This is an optimization exercise on Yosys and OpenROAD, whose aim is small area, a short achievable clock period and few clock cycles, not a production implementation.
In this exercise RTL edits were held to simulation tests only and were not proved equivalent to the original.

==> branch yarrow <==
## triangle
module triangle (clk, reset, nt, xi, yi, busy, po, xo, yo);
   input clk, reset, nt;
   input [2:0] xi, yi;
   output reg busy, po;
   output reg [2:0] xo, yo;
reg [1:0] ld;            
reg [2:0] X2, Y2;
reg [2:0] YM;            
reg [2:0] W;             
reg       rt;            
reg [2:0] xe;            
reg [2:0] svl, svh;      
reg       fresh;         
reg [2:0] n, dou, din;
reg       up;
function [2:0] fdiv;
   input [2:0] w, n, d;
   begin
      case ({w, n, d})
      9'd1: fdiv = 3'd0;
      9'd2: fdiv = 3'd0;
      9'd3: fdiv = 3'd0;
      9'd4: fdiv = 3'd0;
      9'd5: fdiv = 3'd0;
      9'd6: fdiv = 3'd0;
      9'd7: fdiv = 3'd0;
      9'd9: fdiv = 3'd0;
      9'd10: fdiv = 3'd0;
      9'd11: fdiv = 3'd0;
      9'd12: fdiv = 3'd0;
      9'd13: fdiv = 3'd0;
      9'd14: fdiv = 3'd0;
      9'd15: fdiv = 3'd0;
      9'd18: fdiv = 3'd0;
      9'd19: fdiv = 3'd0;
      9'd20: fdiv = 3'd0;
      9'd21: fdiv = 3'd0;
      9'd22: fdiv = 3'd0;
      9'd23: fdiv = 3'd0;
      9'd27: fdiv = 3'd0;
      9'd28: fdiv = 3'd0;
      9'd29: fdiv = 3'd0;
      9'd30: fdiv = 3'd0;
      9'd31: fdiv = 3'd0;
      9'd36: fdiv = 3'd0;
      9'd37: fdiv = 3'd0;
      9'd38: fdiv = 3'd0;
      9'd39: fdiv = 3'd0;
      9'd45: fdiv = 3'd0;
      9'd46: fdiv = 3'd0;
      9'd47: fdiv = 3'd0;
      9'd54: fdiv = 3'd0;
      9'd55: fdiv = 3'd0;
      9'd63: fdiv = 3'd0;
      9'd65: fdiv = 3'd0;
      9'd66: fdiv = 3'd0;
      9'd67: fdiv = 3'd0;
      9'd68: fdiv = 3'd0;
      9'd69: fdiv = 3'd0;
      9'd70: fdiv = 3'd0;
      9'd71: fdiv = 3'd0;
      9'd73: fdiv = 3'd1;
  ...
==> flow/config.mk <==
export PLATFORM = sky130hd
export DESIGN_NAME = triangle
export DESIGN_NICKNAME = triangle
export VERILOG_FILES = /design/flow/design.v
export SDC_FILE = /design/flow/constraint.sdc
export NUM_CORES = 4
export LEC_CHECK = 0
export ABC_AREA = 1
export CAP_MARGIN = 20
export CORE_MARGIN = 2
export CORE_UTILIZATION = 40
export SETUP_SLACK_MARGIN = 3.4
export SLEW_MARGIN = 20
==> flow/constraint.sdc <==
create_clock -name core_clock -period 6.0 [get_ports {clk}]
set_input_delay 1.2000 -clock core_clock [delete_from_list [all_inputs] [get_ports {clk}]]
set_output_delay 1.2000 -clock core_clock [all_outputs]
set_load 0.01 [all_outputs]
run.sh (not shown) runs the stock make flow with config.mk's settings and CLKGATE_MAP_FILE= SYNTH_SCRIPT=/design/flow/synth_recipe.tcl, a recipe that flattens the netlist after the stock synthesis.
==> branch pepper: changes against branch yarrow <==
==> flow/flow/run.sh (new file) <==
#!/bin/bash
# The standard layout (standard.sh) with two synthesis changes, neither of
# which touches a register:
#  1. no adder cell mapping (ADDER_MAP_FILE empty);
#  2. after the standard synthesis, the combinational cells are mapped again by
#     abc with an area script (flow/resynth.tcl); every flip-flop instance is
#     kept as it is, with its name and cell type.
set -euo pipefail
B=$PWD/orfs/results/sky130hd/triangle/base
bash standard.sh ADDER_MAP_FILE= $B/1_2_yosys.v > standard_synth.log 2>&1
cp $B/1_2_yosys.v yosys_standard.v
DONT_USE="$(grep -o -- '-dont_use [^ ]*' orfs/logs/sky130hd/triangle/base/1_2_yosys.log | sort -u | tr '\n' ' ')" \
  IN=$PWD/yosys_standard.v OUT=$PWD/yosys_resynth.v \
  yosys -c flow/resynth.tcl > resynth.log 2>&1
cp yosys_resynth.v $B/1_2_yosys.v
touch $B/1_2_yosys.v
bash standard.sh ADDER_MAP_FILE= finish > standard_flow.log 2>&1
==> flow/flow/resynth.tcl (new file) <==
# Map the combinational logic of the synthesized netlist again with abc.
# Flip-flops are black boxes here, so they keep their instance names and cells.
set lib $::env(FLOW_HOME)/platforms/sky130hd/lib/sky130_fd_sc_hd__tt_025C_1v80.lib
yosys read_liberty -ignore_miss_func $lib
yosys read_verilog $::env(IN)
yosys hierarchy -top triangle
foreach c [list dfrtp_1 dfxtp_1 edfxtp_1 dfstp_2 dfrtp_2 dfxtp_2 dfxtp_4 dfrtp_4 dfstp_1 dfstp_4 dfsbp_1 dfrbp_1 dfxbp_1 edfxbp_1] {
  yosys setattr -mod -set blackbox 1 sky130_fd_sc_hd__$c
}
yosys flatten
yosys opt_clean -purge
yosys delete t:\$scopeinfo
yosys abc -liberty $lib {*}$::env(DONT_USE) -script "+strash;&get -n;&deepsyn -T 30;&put;dch -f;map -B 0.9;topo;stime -c;buffer -c;upsize -c;dnsize -c" -D 2300
yosys opt_clean -purge
yosys stat -liberty $lib
yosys hierarchy -top triangle
yosys write_verilog -noattr -nohex -nodec $::env(OUT)
==> flow/standard.sh (new file) <==
#!/bin/bash
# synth_recipe.tcl (not shown) runs the flow's synth.tcl, then flattens the netlist and writes it again
# the make line also repeats each setting of config.mk as NAME=value (left out here)
make -C /OpenROAD-flow-scripts/flow DESIGN_CONFIG=/design/flow/config.mk WORK_HOME=/design/flow/orfs CLKGATE_MAP_FILE= SYNTH_SCRIPT=/design/flow/synth_recipe.tcl "${@:-finish}"
- CORE_UTILIZATION: 40 -> 65
- SETUP_SLACK_MARGIN: 3.4 -> 3.9
removed: flow/run.sh
==> impl_metrics.prom <==
# TYPE chip_impl_metric gauge
chip_impl_info{name="run_status",value="timing/DRC/antenna clean"} 1
chip_impl_metric{name="combined_buffer_and_inverter_count_along_the_critical_path",unit=""} 4
chip_impl_metric{name="final-nonclk-buf-share",unit="%"} 9.369
chip_impl_info{name="rsz_0062_raised_after_global_routing",value="yes"} 1
chip_impl_metric{name="routedLengthMet1",unit="µm"} 4029
chip_impl_metric{name="gpl.final_weighted_congestion",unit=""} 0.9845
chip_impl_metric{name="met1_track_demand_over_resource",unit="%"} 42.07
chip_impl_metric{name="period_needed",unit="ns"} 2.343
Source of the figures above: branch pepper

==> impl_metrics.prom <==
# TYPE chip_impl_metric gauge
chip_impl_info{name="rsz_0062_raised_after_global_routing",value="no"} 1
chip_impl_info{name="run_status",value="timing/DRC/antenna clean"} 1
chip_impl_metric{name="routedLengthMet1",unit="µm"} 5604
Source of the figures above: branch yarrow

Testbench counts of branch yarrow, summed over its fixed seeds: cycles 5,273.
Testbench counts of branch pepper, summed over its fixed seeds: cycles 5,273.

[separate check: timing with driven ports]
How much do the figures lean on ideal ports? The routed layouts below were timed once more, with nothing changed but the port constraints.
Step 1 (the two cells are an assumption about what drives the block):
set clk [get_ports {clk}]
set_driving_cell -lib_cell sky130_fd_sc_hd__clkbuf_16 $clk
set_driving_cell -lib_cell sky130_fd_sc_hd__buf_2 [delete_from_list [all_inputs] $clk]
Step 2 also shifts input and output timing later by t, the mid clock arrival at the registers, as if the neighbouring blocks saw the same clock.
Slacks: ideal ports / drivers / drivers and shift; pairs: ideal ports / drivers.
run	t, ns	slack for setup (ns)	hold slack, ns	clock arrival spread, ns	worst data-port slew with drivers (ns)
branch yarrow	0.318	3.421 / 3.385 / 3.177	0.482 / 0.482 / 0.482	0.008 / 0.008	0.03
branch pepper	0.333	3.657 / 3.657 / 3.372	0.606 / 0.606 / 0.606	0.012 / 0.012	0.06
After both steps every run listed still meets setup and hold. For branch pepper, which loses most, drivers alone change the setup slack by 0.000 ns; drivers and shift together by -0.285 ns.
